This design comes from an exercise in tuning for small area, a short achievable clock period and few clock cycles per item on the open sky130 flow, not from production work. RTL that was checked went through simulation tests only; none was proved equivalent to the original. Power figures rest on the tool's default switching activity, not on a simulated workload.

## red
// alu
module alu(
        input clk,
        input rst,
        input [2:0] operation,
        input [15:0] srcA_i,
        input [15:0] srcB_i,
        input [15:0] sortNum0_i,
        input [15:0] sortNum1_i,
        input [15:0] sortNum2_i,
        input [15:0] sortNum3_i,
        input [15:0] sortNum4_i,
        input [15:0] sortNum5_i,
        input [15:0] sortNum6_i,
        input [15:0] sortNum7_i,
        input [15:0] sortNum8_i,
        output [15:0] data_o,
        output [15:0] sortNum0_o,
        output [15:0] sortNum1_o,
        output [15:0] sortNum2_o,
        output [15:0] sortNum3_o,
        output [15:0] sortNum4_o,
        output [15:0] sortNum5_o,
        output [15:0] sortNum6_o,
        output [15:0] sortNum7_o,
        output [15:0] sortNum8_o,
        output reg        done
);
Size: about 340 I/O pins, roughly 20000 µm² of cells after synthesis.
export LEC_CHECK = 0
export CAP_MARGIN = 10
export CELL_PAD_IN_SITES_DETAIL_PLACEMENT = 1
export CELL_PAD_IN_SITES_GLOBAL_PLACEMENT = 2
export CORE_MARGIN = 2
export CORE_UTILIZATION = 35
export GPL_ROUTABILITY_DRIVEN = 0
export PLACE_DENSITY = 0.6
export SETUP_SLACK_MARGIN = 1.0
export SLEW_MARGIN = 10
create_clock -name core_clock -period 5.0 [get_ports {clk}]
standard.sh (not shown) runs the stock make flow with config.mk's settings and CLKGATE_MAP_FILE= SYNTH_SCRIPT=/design/flow/synth_recipe.tcl, a recipe that flattens the netlist after the stock synthesis.
==> flow/flow/run.sh <==
#!/bin/bash
# The standard layout, except that the port buffers are buf_1 cells
# (buffer_ports would otherwise pick its lowest-drive buffer, a delay cell).
export BUFFER_PORTS_ARGS="-buffer_cell sky130_fd_sc_hd__buf_1"
bash standard.sh > standard.log 2>&1
Testbench counts of red, summed over its fixed seeds: cycles 10,165, items 1,600.
Input changes introduced in blue (baseline for comparison: red):
diff --git a/flow/config.mk b/flow/config.mk
--- a/flow/config.mk
+++ b/flow/config.mk
@@ -7,3 +7,3 @@
 export LEC_CHECK = 0
-export CAP_MARGIN = 10
+export CAP_MARGIN = 20
 export CELL_PAD_IN_SITES_DETAIL_PLACEMENT = 1
@@ -11,6 +11,6 @@
 export CORE_MARGIN = 2
-export CORE_UTILIZATION = 35
+export CORE_UTILIZATION = 30
 export GPL_ROUTABILITY_DRIVEN = 0
-export PLACE_DENSITY = 0.6
+export PLACE_DENSITY = 0.55
 export SETUP_SLACK_MARGIN = 1.0
-export SLEW_MARGIN = 10
+export SLEW_MARGIN = 20
==> comparison <==
- blue reached the end of the flow, and the finished layout is clean on the timing, design-rule and antenna checks.
- Worst setup slack (blue over red): increase, 0.015 ns
- Comparing blue with red, the clock insertion delay at the later pin of the skew report came out essentially unchanged.
- Relative to red, all-layer global routing usage has gone down in blue.
- Diff blue..red | average cell area after synthesis | unchanged
What green does differently from blue at the input level:
diff --git a/flow/config.mk b/flow/config.mk
--- a/flow/config.mk
+++ b/flow/config.mk
@@ -11,6 +11,6 @@
 export CORE_MARGIN = 2
-export CORE_UTILIZATION = 30
+export CORE_UTILIZATION = 35
 export GPL_ROUTABILITY_DRIVEN = 0
-export PLACE_DENSITY = 0.55
-export SETUP_SLACK_MARGIN = 1.0
+export PLACE_DENSITY = 0.6
+export SETUP_SLACK_MARGIN = 1.1
 export SLEW_MARGIN = 20
==> summary.txt <==
Summary of green over blue: sequential group share of total power higher; final area went down about 0.6%; final cell count down 108; global-route usage went up by 3.6 points. Taking green as 1.0, blue lands at 1.16 on area of the die. Any difference in leakage power between green and blue is small enough to ignore. blue and green ended up with nearly the same delay of the slowest cell on the worst path. Taking blue as 1.0, green lands at 0.939 on total routed wire length on the met1 layer. Internal power (green over blue): decrease, 0.61%. On total core area, green does better than blue. Comparing blue and green, the lower routed wire length was measured on green.
Input changes introduced in orange (baseline for comparison: green):
diff --git a/flow/config.mk b/flow/config.mk
--- a/flow/config.mk
+++ b/flow/config.mk
@@ -11,6 +11,5 @@
 export CORE_MARGIN = 2
-export CORE_UTILIZATION = 35
-export GPL_ROUTABILITY_DRIVEN = 0
-export PLACE_DENSITY = 0.6
-export SETUP_SLACK_MARGIN = 1.1
+export CORE_UTILIZATION = 40
+export PLACE_DENSITY = 0.7
+export SETUP_SLACK_MARGIN = 1.0
 export SLEW_MARGIN = 20
==> comparison <==
- orange completed; timing, DRC and antenna clean
- Diff green -> orange: number of global-route vias before repair now larger, detailed placement HPWL now smaller, number of clock-tree buffers in the layout now smaller, worst endpoint data arrival time now larger.
- The lower share of total power in the clock network came out of green.
- Transition time of the tightest slew-check pin is lower on orange
- Taking green as the reference point, the number of filler instances in the final layout of orange falls by 868.
- | wire length of the first global-routing pass | orange vs green | better |
- orange vs green: total power of the final layout up slightly
- Relative to green, switching part of the total power decreased by 0.32 points in orange.
- Compared with green, orange ends up with less cell area.
diff inputs: orange => purple
diff --git a/flow/config.mk b/flow/config.mk
--- a/flow/config.mk
+++ b/flow/config.mk
@@ -11,4 +11,5 @@
 export CORE_MARGIN = 2
-export CORE_UTILIZATION = 40
-export PLACE_DENSITY = 0.7
+export CORE_UTILIZATION = 35
+export GPL_ROUTABILITY_DRIVEN = 0
+export PLACE_DENSITY = 0.65
 export SETUP_SLACK_MARGIN = 1.0
Notes after the runs:
Compared to orange, purple has share of total power in the clock network 2.3 points lower. Per the comparison of purple with orange, number of vias per cell after detailed routing shrank by 6.2%; overall die width higher; number of max-cap violations did not really move; register fraction of the total cell area neither gained nor lost much.

---

alu, a different RTL version from the one above (not shown whole).
For scale: roughly 250 flip-flops, about 0.020 mm^2 of cells after synthesis.
==> flow/config.mk <==
export PLATFORM = sky130hd
export DESIGN_NAME = alu
export DESIGN_NICKNAME = alu
export VERILOG_FILES = /design/flow/design.v
export SDC_FILE = /design/flow/constraint.sdc
export NUM_CORES = 4
export LEC_CHECK = 0
export CAP_MARGIN = 20
export CELL_PAD_IN_SITES_DETAIL_PLACEMENT = 1
export CELL_PAD_IN_SITES_GLOBAL_PLACEMENT = 2
export CORE_MARGIN = 2
export CORE_UTILIZATION = 35
export PLACE_DENSITY = 0.6
export SETUP_SLACK_MARGIN = 1.0
export SLEW_MARGIN = 20
==> flow/constraint.sdc <==
create_clock -name core_clock -period 5.0 [get_ports {clk}]
set_input_delay 1.0000 -clock core_clock [delete_from_list [all_inputs] [get_ports {clk}]]
set_output_delay 1.0000 -clock core_clock [all_outputs]
set_load 0.01 [all_outputs]
Scripts as last shown in full above: flow/flow/run.sh
The starting point completed with no timing, DRC or antenna violations.
Testbench counts at the start, summed over its fixed seeds: cycles 10,811, items 1,600.
Then changed:
--- a/flow/config.mk
+++ b/flow/config.mk
@@ -11,4 +11,4 @@
 export CORE_MARGIN = 2
-export CORE_UTILIZATION = 35
-export PLACE_DENSITY = 0.6
+export CORE_UTILIZATION = 25
+export PLACE_DENSITY = 0.5
 export SETUP_SLACK_MARGIN = 1.0
First-iteration DRC count goes down by a little under a tenth. Area after synthesis is unchanged. Global-route usage goes down by 6.5 points.

---

alu, a different RTL version from the one above (not shown whole).
For scale: roughly 1,700 cells after synthesis, about 230 flip-flops, roughly 340 I/O pins, about 16,000 um^2 of cells after synthesis.
Settings: LEC_CHECK=0, CAP_MARGIN=20, CELL_PAD_IN_SITES_DETAIL_PLACEMENT=1, CELL_PAD_IN_SITES_GLOBAL_PLACEMENT=2, CORE_MARGIN=2, CORE_UTILIZATION=25, PLACE_DENSITY=0.5, SETUP_SLACK_MARGIN=2.5, SLEW_MARGIN=20; clock period 5.0 ns.
run.sh (not shown) runs the stock make flow with config.mk's settings and CLKGATE_MAP_FILE= SYNTH_SCRIPT=/design/flow/synth_recipe.tcl, a recipe that flattens the netlist after the stock synthesis.
Stock flow here: none of the scripts above is used.
The first run finished with timing, DRC and antenna clean.
==> next run, changes <==
- SETUP_SLACK_MARGIN: 2.5 -> 2.0
After rerunning: Non-clock buffer count came out lower by 16. Sequential power is about the same. Global-route usage rises by 0.47 points. Fmax is higher by 0.71%.
No run of this note included a check of the RTL's function; only the layout flow was run.

---

## job 6422
alu with an RTL version that a note above also has.
Size in the first run: roughly 2200 cells after synthesis, about 250 flip-flops, ~340 I/O pins, ~20000 µm² of cells after synthesis.
## alu
module alu(
        input clk,
        input rst,
        input [2:0] operation,
        input [15:0] srcA_i,
        input [15:0] srcB_i,
        input [15:0] sortNum0_i,
        input [15:0] sortNum1_i,
        input [15:0] sortNum2_i,
        input [15:0] sortNum3_i,
        input [15:0] sortNum4_i,
        input [15:0] sortNum5_i,
        input [15:0] sortNum6_i,
        input [15:0] sortNum7_i,
        input [15:0] sortNum8_i,
        output [15:0] data_o,
        output [15:0] sortNum0_o,
        output [15:0] sortNum1_o,
        output [15:0] sortNum2_o,
        output [15:0] sortNum3_o,
        output [15:0] sortNum4_o,
        output [15:0] sortNum5_o,
        output [15:0] sortNum6_o,
        output [15:0] sortNum7_o,
        output [15:0] sortNum8_o,
        output reg        done
);
Settings: LEC_CHECK=0, CAP_MARGIN=20, CELL_PAD_IN_SITES_DETAIL_PLACEMENT=0, CELL_PAD_IN_SITES_GLOBAL_PLACEMENT=1, CORE_MARGIN=2, CORE_UTILIZATION=35, GPL_ROUTABILITY_DRIVEN=0, PLACE_DENSITY=0.6, SETUP_SLACK_MARGIN=1.0, SLEW_MARGIN=20; clock period 5.0 ns.
standard.sh (not shown) runs the stock make flow with config.mk's settings and CLKGATE_MAP_FILE= SYNTH_SCRIPT=/design/flow/synth_recipe.tcl, a recipe that flattens the netlist after the stock synthesis.
Scripts as last shown in full above: flow/flow/run.sh
Testbench counts of job 6422, summed over its fixed seeds: cycles 10,165, items 1,600.
Input changes introduced in job 2217 (baseline for comparison: job 6422):
-- flow/config.mk --
<<< job 6422, line 9
export CELL_PAD_IN_SITES_DETAIL_PLACEMENT = 0
export CELL_PAD_IN_SITES_GLOBAL_PLACEMENT = 1
>>> job 2217, line 9
export CELL_PAD_IN_SITES_DETAIL_PLACEMENT = 1
export CELL_PAD_IN_SITES_GLOBAL_PLACEMENT = 2
<<< job 6422, line 13
export GPL_ROUTABILITY_DRIVEN = 0
>>> job 2217, line 13
<<< job 6422, line 15
export SETUP_SLACK_MARGIN = 1.0
>>> job 2217, line 14
export SETUP_SLACK_MARGIN = 1.1
### Flow results
[compare] base=job 6422 new=job 2217: clock latency on the worst-skew pair essentially unchanged, number of failing setup endpoints in the final timing report roughly the same.
Reported for job 2217 and job 6422, max-capacitance violation count turned out identical to the last digit.
Diff job 6422 -> job 2217: fraction of area in registers shows a reduction of 0.39 points; power density of the placed cells +2.6%; headroom to the max-slew limit went up by 2.9 points; routing usage on met3 saw little to no change; fmax went up.
Between job 2217 and job 6422, it is job 2217 whose clock-buffer cell count is lower, by 1.
The logic gate share of total power in job 2217 sits 0.9 points above the value recorded for job 6422.
Input-level comparison between job 7544 and job 2217:
-- flow/config.mk --
<<< job 2217, line 13
>>> job 7544, line 13
export CTS_CLUSTER_DIAMETER = 100
export CTS_CLUSTER_SIZE = 30
export GPL_ROUTABILITY_DRIVEN = 0
<<< job 2217, line 14
export SETUP_SLACK_MARGIN = 1.1
>>> job 7544, line 17
export SETUP_SLACK_MARGIN = 1.0
## What came out
Job 2217 has completed all stages; timing, DRC and antenna checks passed.
Job 7544 ran to completion and came out clean on the timing, design-rule and antenna checks.
Cell area | job 7544 vs job 2217 | job 7544 smaller
The worst clock skew on the final layout of job 7544 exceeds that of job 2217 by 0.011 ns.
Against job 2217, initial detailed-routing violation count in job 7544 rose slightly.
On count of flip-flops with a built-in enable after synthesis, job 2217 and job 7544 are basically level.
Of the two values seen for end of the critical path, cmp[0] was produced by job 2217 and H[1] by job 7544.
As far as simple-gate portion of the synthesized area goes, job 2217 and job 7544 are indistinguishable; the numbers are identical.
After detailed routing, job 2217 needs more wire than job 7544.
Job 7544 gives less power share of the clock group than job 2217 did.
From job 2217 to job 7544 the numbers moved as follows: worst path setup slack after routing went up by 0.018 ns, fraction of met1 tracks used by global routing went up 1.0 points.
Changes in job 2118 relative to job 7544:
-- flow/config.mk --
<<< job 7544, line 13
export CTS_CLUSTER_DIAMETER = 100
export CTS_CLUSTER_SIZE = 30
>>> job 2118, line 13
<<< job 7544, line 16
>>> job 2118, line 14
export GPL_TIMING_DRIVEN = 0
==> comparison <==
Job 7544 finished every step from synthesis to the final layout, and the layout passed the timing, design-rule and antenna checks. Job 2118 ended with every stage complete and zero timing, DRC or antenna violations. The final instance area in job 7544 is 0.938 times that in job 2118. Per the comparison of job 2118 with job 7544, routed length per instance picked up an extra about 2.6%, power picked up an extra 1300 µW, worst hold-check slack lost 0.058 ns.
Relative to job 2118, the following input files were edited for job 4067:
-- flow/config.mk --
<<< job 2118, line 13
>>> job 4067, line 13
export CTS_CLUSTER_DIAMETER = 90
export CTS_CLUSTER_SIZE = 25
<<< job 2118, line 14
export GPL_TIMING_DRIVEN = 0
>>> job 4067, line 16
--- outcome ---
Diff job 2118 and job 4067: clock period minus worst slack higher in job 2118. The transition at the pin with the smallest max-transition slack in job 4067 sits 0.10 ns below the value recorded for job 2118. [job 4067 vs job 2118] critical path data arrival time: lower in job 4067. Comparing job 4067 against job 2118, there is no change at all in total DRC errors in the routed layout. Measured against each other, job 2118 and job 4067 differ in logic depth of the worst path, buffers included, the lower figure coming from job 4067. Changes observed in job 4067 relative to job 2118: routed metal-1 wirelength saw a decrease, maximum fanout count along the critical path saw an increase, cell area after layout saw a decrease, share of total power in the clock network saw a decrease.

-- what the ideal ports hide --
Ports are ideal in the flow. The routed layouts listed here were re-timed in OpenROAD.
Step 1 sets driving cells, clkbuf_16 on the clock port and buf_2 on the other inputs (assumed; they add their load-dependent delay and slew).
Step 2 times the ports against the registers' clock, not the clock port: input delays grow and output delays shrink by t, the midpoint of the rising clock arrivals with the driver on.
Slacks: no drivers / after step 1 / after step 2; pairs: no drivers / after step 1.
| run | shift t [ns] | slack for setup (ns) | pins driven straight from the clock port |
|---|---|---|---|
| red | 0.643 | 1.134 / 1.134 / 0.590 | 1 |
| blue | 0.652 | 1.149 / 1.163 / 0.536 | 1 |
| green | 0.641 | 1.199 / 1.208 / 0.601 | 1 |
| orange | 0.637 | 1.089 / 1.089 / 0.558 | 1 |
| purple | 0.649 | 1.180 / 1.180 / 0.583 | 1 |
| the first run of note 2 | 0.645 | 1.043 / 1.075 / 0.430 | 1 |
| the second run of note 2 | 0.661 | 1.058 / 1.082 / 0.421 | 1 |
| the first run of note 3 | 0.625 | 0.831 / 0.853 / 0.228 | 1 |
| the second run of note 3 | 0.630 | 0.861 / 0.884 / 0.254 | 1 |
| job 6422 | 0.629 | 1.117 / 1.117 / 0.555 | 1 |
| job 2217 | 0.639 | 1.142 / 1.142 / 0.640 | 1 |
| job 7544 | 0.584 | 1.160 / 1.169 / 0.618 | 1 |
| job 2118 | 0.649 | 0.954 / 0.972 / 0.323 | 1 |
| job 4067 | 0.585 | 1.104 / 1.129 / 0.550 | 1 |
After both steps setup and hold are still met in every run listed. The setup slack of the second run of note 2, which loses most, moves by +0.024 ns with the drivers and by -0.637 ns with both steps.
